Background: an optimization exercise with open tools, aiming at small area and a short achievable clock period. Do not read the settings as production practice. Where RTL was checked, it was by simulation tests only, not by an equivalence proof against the original. Power is estimated from default activity; no workload was simulated.

Setup of alpha:
## riscv_core
module riscv_core(
    input clk_i,
    input rst_i,
    input   [31:0] instr_i,
    input   [31:0] RD_i,
    output  WE_o,
    output  [31:0] WD_o,
    output  [31:0] instr_addr_o,
    output  [31:0] data_addr_o,
    output  [2:0] size_o
);
    wire [6:0] opc  = instr_i[6:0];
    wire [2:0] f3   = instr_i[14:12];
    wire [6:0] f7   = instr_i[31:25];
    wire [4:0] rs1a = instr_i[19:15];
    wire [4:0] rs2a = instr_i[24:20];
    wire [4:0] rda  = instr_i[11:7];
    wire f7z  = (f7 == 7'h00);
    wire f7s  = (f7 == 7'h20);
    wire is_op    = (opc == 7'b0110011) & (f7z | (f7s & (f3 == 3'd0 | f3 == 3'd5)));
    wire is_opimm = (opc == 7'b0010011) & ~((f3 == 3'd1) & ~f7z) & ~((f3 == 3'd5) & ~f7z & ~f7s);
    wire is_load  = (opc == 7'b0000011) & (f3 != 3'd3) & (f3 != 3'd6) & (f3 != 3'd7);
    wire is_store = (opc == 7'b0100011) & ~f3[2] & ~(f3[1] & f3[0]);
    wire is_br    = (opc == 7'b1100011) & (f3[2:1] != 2'b01);
    wire is_jal   = (opc == 7'b1101111);
    wire is_jalr  = (opc == 7'b1100111) & (f3 == 3'd0);
    wire is_lui   = (opc == 7'b0110111);
    wire is_auipc = (opc == 7'b0010111);
    assign WE_o   = is_store;
    assign size_o = f3;
    wire [31:0] imm_i = {{20{instr_i[31]}}, instr_i[31:20]};
    reg  [31:0] regs [1:31];
    wire [31:0] dec1, dec2, decw;
    wire [31*32-1:0] regs_flat;
    wire [31:0] rs1, rs2;
    genvar g;
    dec5 u_dec1 (.a(rs1a), .y(dec1));
    dec5 u_dec2 (.a(rs2a), .y(dec2));
    dec5 u_decw (.a(rda),  .y(decw));
    generate for (g = 1; g < 32; g = g + 1) begin : g_flat
        assign regs_flat[(g-1)*32 +: 32] = regs[g];
    end endgenerate
    rdmux u_rd1 (.sel(dec1), .d(regs_flat), .y(rs1));
    rdmux u_rd2 (.sel(dec2), .d(regs_flat), .y(rs2));
    wire sel_s = ~instr_i[6] & instr_i[5];
    wire [31:0] imm_ls = {imm_i[31:5], sel_s ? instr_i[11:7] : instr_i[24:20]};
    wire [31:0] addr;
    add32 u_addr (.a(rs1), .b(imm_ls), .s(addr));
    assign data_addr_o = addr;
    assign WD_o = rs2;
  ...
==> flow/config.mk <==
export PLATFORM = sky130hd
export DESIGN_NAME = riscv_core
export DESIGN_NICKNAME = riscv_core
export VERILOG_FILES = /design/flow/design.v
export SDC_FILE = /design/flow/constraint.sdc
export NUM_CORES = 4
export LEC_CHECK = 0
export CAP_MARGIN = 20
export CORE_MARGIN = 2
export CORE_UTILIZATION = 40
export PLACE_DENSITY = 0.6
export SETUP_SLACK_MARGIN = 0.8
export SLEW_MARGIN = 20
export SYNTH_HIERARCHICAL = 1
==> flow/constraint.sdc <==
create_clock -name core_clock -period 26.0 [get_ports {clk_i}]
set_input_delay 5.2000 -clock core_clock [delete_from_list [all_inputs] [get_ports {clk_i}]]
set_output_delay 5.2000 -clock core_clock [all_outputs]
set_load 0.01 [all_outputs]
standard.sh (not shown) runs the stock make flow with config.mk's settings and CLKGATE_MAP_FILE= SYNTH_SCRIPT=/design/flow/synth_recipe.tcl, a recipe that flattens the netlist after the stock synthesis.
==> flow/flow/run.sh <==
#!/bin/bash
# Layout flow: the standard flow (standard.sh), with the extra ORFS make
# variables listed in flow/extra.mk (one NAME=VALUE per line) added on the make
# command line, where they override the same settings from config.mk.
cd "$(dirname "$0")/.."
extra=$(grep -v '^#' flow/extra.mk | xargs)
echo "extra make variables: $extra" > run.log
bash standard.sh $extra finish > standard.log 2>&1
echo "standard.sh exit $?" >> run.log
==> flow/flow/extra.mk <==
SETUP_SLACK_MARGIN=12
TNS_END_PERCENT=5
Looking at the reports, alpha completed the entire flow and the layout it produced met the timing, design-rule and antenna checks.
> inputs changed (alpha -> beta)
==> flow/flow/extra.mk <==
SETUP_SLACK_MARGIN=12
TNS_END_PERCENT=5
CTS_CLUSTER_SIZE=30
CTS_CLUSTER_DIAMETER=100
Findings:
Going from alpha to beta, post-layout total power went down by about 15%; number of clock buffers in the layout went down by 69; routed wire length went down by 5000 um.
Function was not checked in any run of this note: the RTL went through the layout flow alone.


Setup of v6:
Another version of the RTL of riscv_core (not shown whole).
Size in the first run: ~51000 um2 of cells after synthesis.
export LEC_CHECK = 0
export CAP_MARGIN = 20
export CORE_MARGIN = 2
export CORE_UTILIZATION = 55
export CTS_CLUSTER_DIAMETER = 70
export CTS_CLUSTER_SIZE = 26
export PLACE_DENSITY = 0.7
export SETUP_SLACK_MARGIN = 0.8
export SLEW_MARGIN = 20
export SYNTH_HIERARCHICAL = 1
create_clock -name core_clock -period 26.0 [get_ports {clk_i}]
==> flow/flow/run.sh <==
#!/bin/bash
cd "$(dirname "$0")/.."
source flow/extra.sh
{
  printf 'through cts:\n'; printf '  %s\n' "${CTS_EXTRA[@]}"
  printf 'route and finish:\n'; printf '  %s\n' "${ROUTE_EXTRA[@]}"
} > run.log
bash standard.sh "${CTS_EXTRA[@]}" cts > standard_cts.log 2>&1
echo "standard.sh cts exit $?" >> run.log
bash standard.sh "${ROUTE_EXTRA[@]}" finish > standard_finish.log 2>&1
echo "standard.sh finish exit $?" >> run.log
==> flow/flow/extra.sh <==
# Port buffers: buf_2 cells.
PORTS="BUFFER_PORTS_ARGS=-buffer_cell sky130_fd_sc_hd__buf_2"
# Through clock tree synthesis: timing repair aims for 12.2 ns of setup slack,
# working on the worst 5% of the failing endpoints.
CTS_EXTRA=(
  "SETUP_SLACK_MARGIN=12.2"
  "TNS_END_PERCENT=5"
  "$PORTS"
)
# After global routing: repair only up to 12 ns of setup slack.
ROUTE_EXTRA=(
  "SETUP_SLACK_MARGIN=12"
  "TNS_END_PERCENT=5"
  "$PORTS"
)
v6 went all the way through synthesis, placement and routing and the layout is clean on timing, DRC and antenna.
Edits applied to the flow inputs when going from v6 to v7:
--- a/flow/config.mk
+++ b/flow/config.mk
@@ -9,6 +9,6 @@
 export CORE_MARGIN = 2
-export CORE_UTILIZATION = 55
+export CORE_UTILIZATION = 50
 export CTS_CLUSTER_DIAMETER = 70
 export CTS_CLUSTER_SIZE = 26
-export PLACE_DENSITY = 0.7
+export PLACE_DENSITY = 0.65
 export SETUP_SLACK_MARGIN = 0.8
Findings:
Looking at share of total power in combinational logic, v7 sits 0.7 points above v6.
In terms of highest attainable clock frequency, v6 and v7 differ only marginally.
Diff v6 -> v7: overall routing resource usage dropped 2.2 points; final-layout clock-cell area share barely changed; pin slew with the least headroom to its limit dropped 0.0080 ns; number of placement rows climbed about 5.4%.

-- separate check: timing with driven ports --
The results above use ideal ports. As a check the final layouts listed here were re-extracted and re-timed, cells and wires unchanged. Step 1: set_driving_cell puts a clkbuf_16 on clk_i and a buf_2 on each other input, an assumption about the parent block. Step 2, shift: input delay + t, output delay - t, t = (earliest + latest rising clock arrival at the registers) / 2. This alone moves slack from input paths to output paths. Slacks: ideal / step 1 / step 2; pairs: ideal / step 1.
run | t (ns) | setup slack, ns | worst hold slack (ns) | clock arrival spread, ns
alpha | 0.780 | 11.364 / 11.308 / 11.308 | 0.532 / 0.532 / 0.532 | 0.041 / 0.041
beta | 0.763 | 11.462 / 11.388 / 11.388 | 0.538 / 0.538 / 0.538 | 0.048 / 0.048
v6 | 0.778 | 11.899 / 11.877 / 11.877 | 0.746 / 0.746 / 0.746 | 0.057 / 0.057
v7 | 0.766 | 11.903 / 11.876 / 11.876 | 0.731 / 0.731 / 0.731 | 0.040 / 0.039
After both steps every run listed still meets setup and hold. For beta, which loses most, drivers alone change the setup slack by -0.074 ns; drivers and shift together by -0.074 ns.
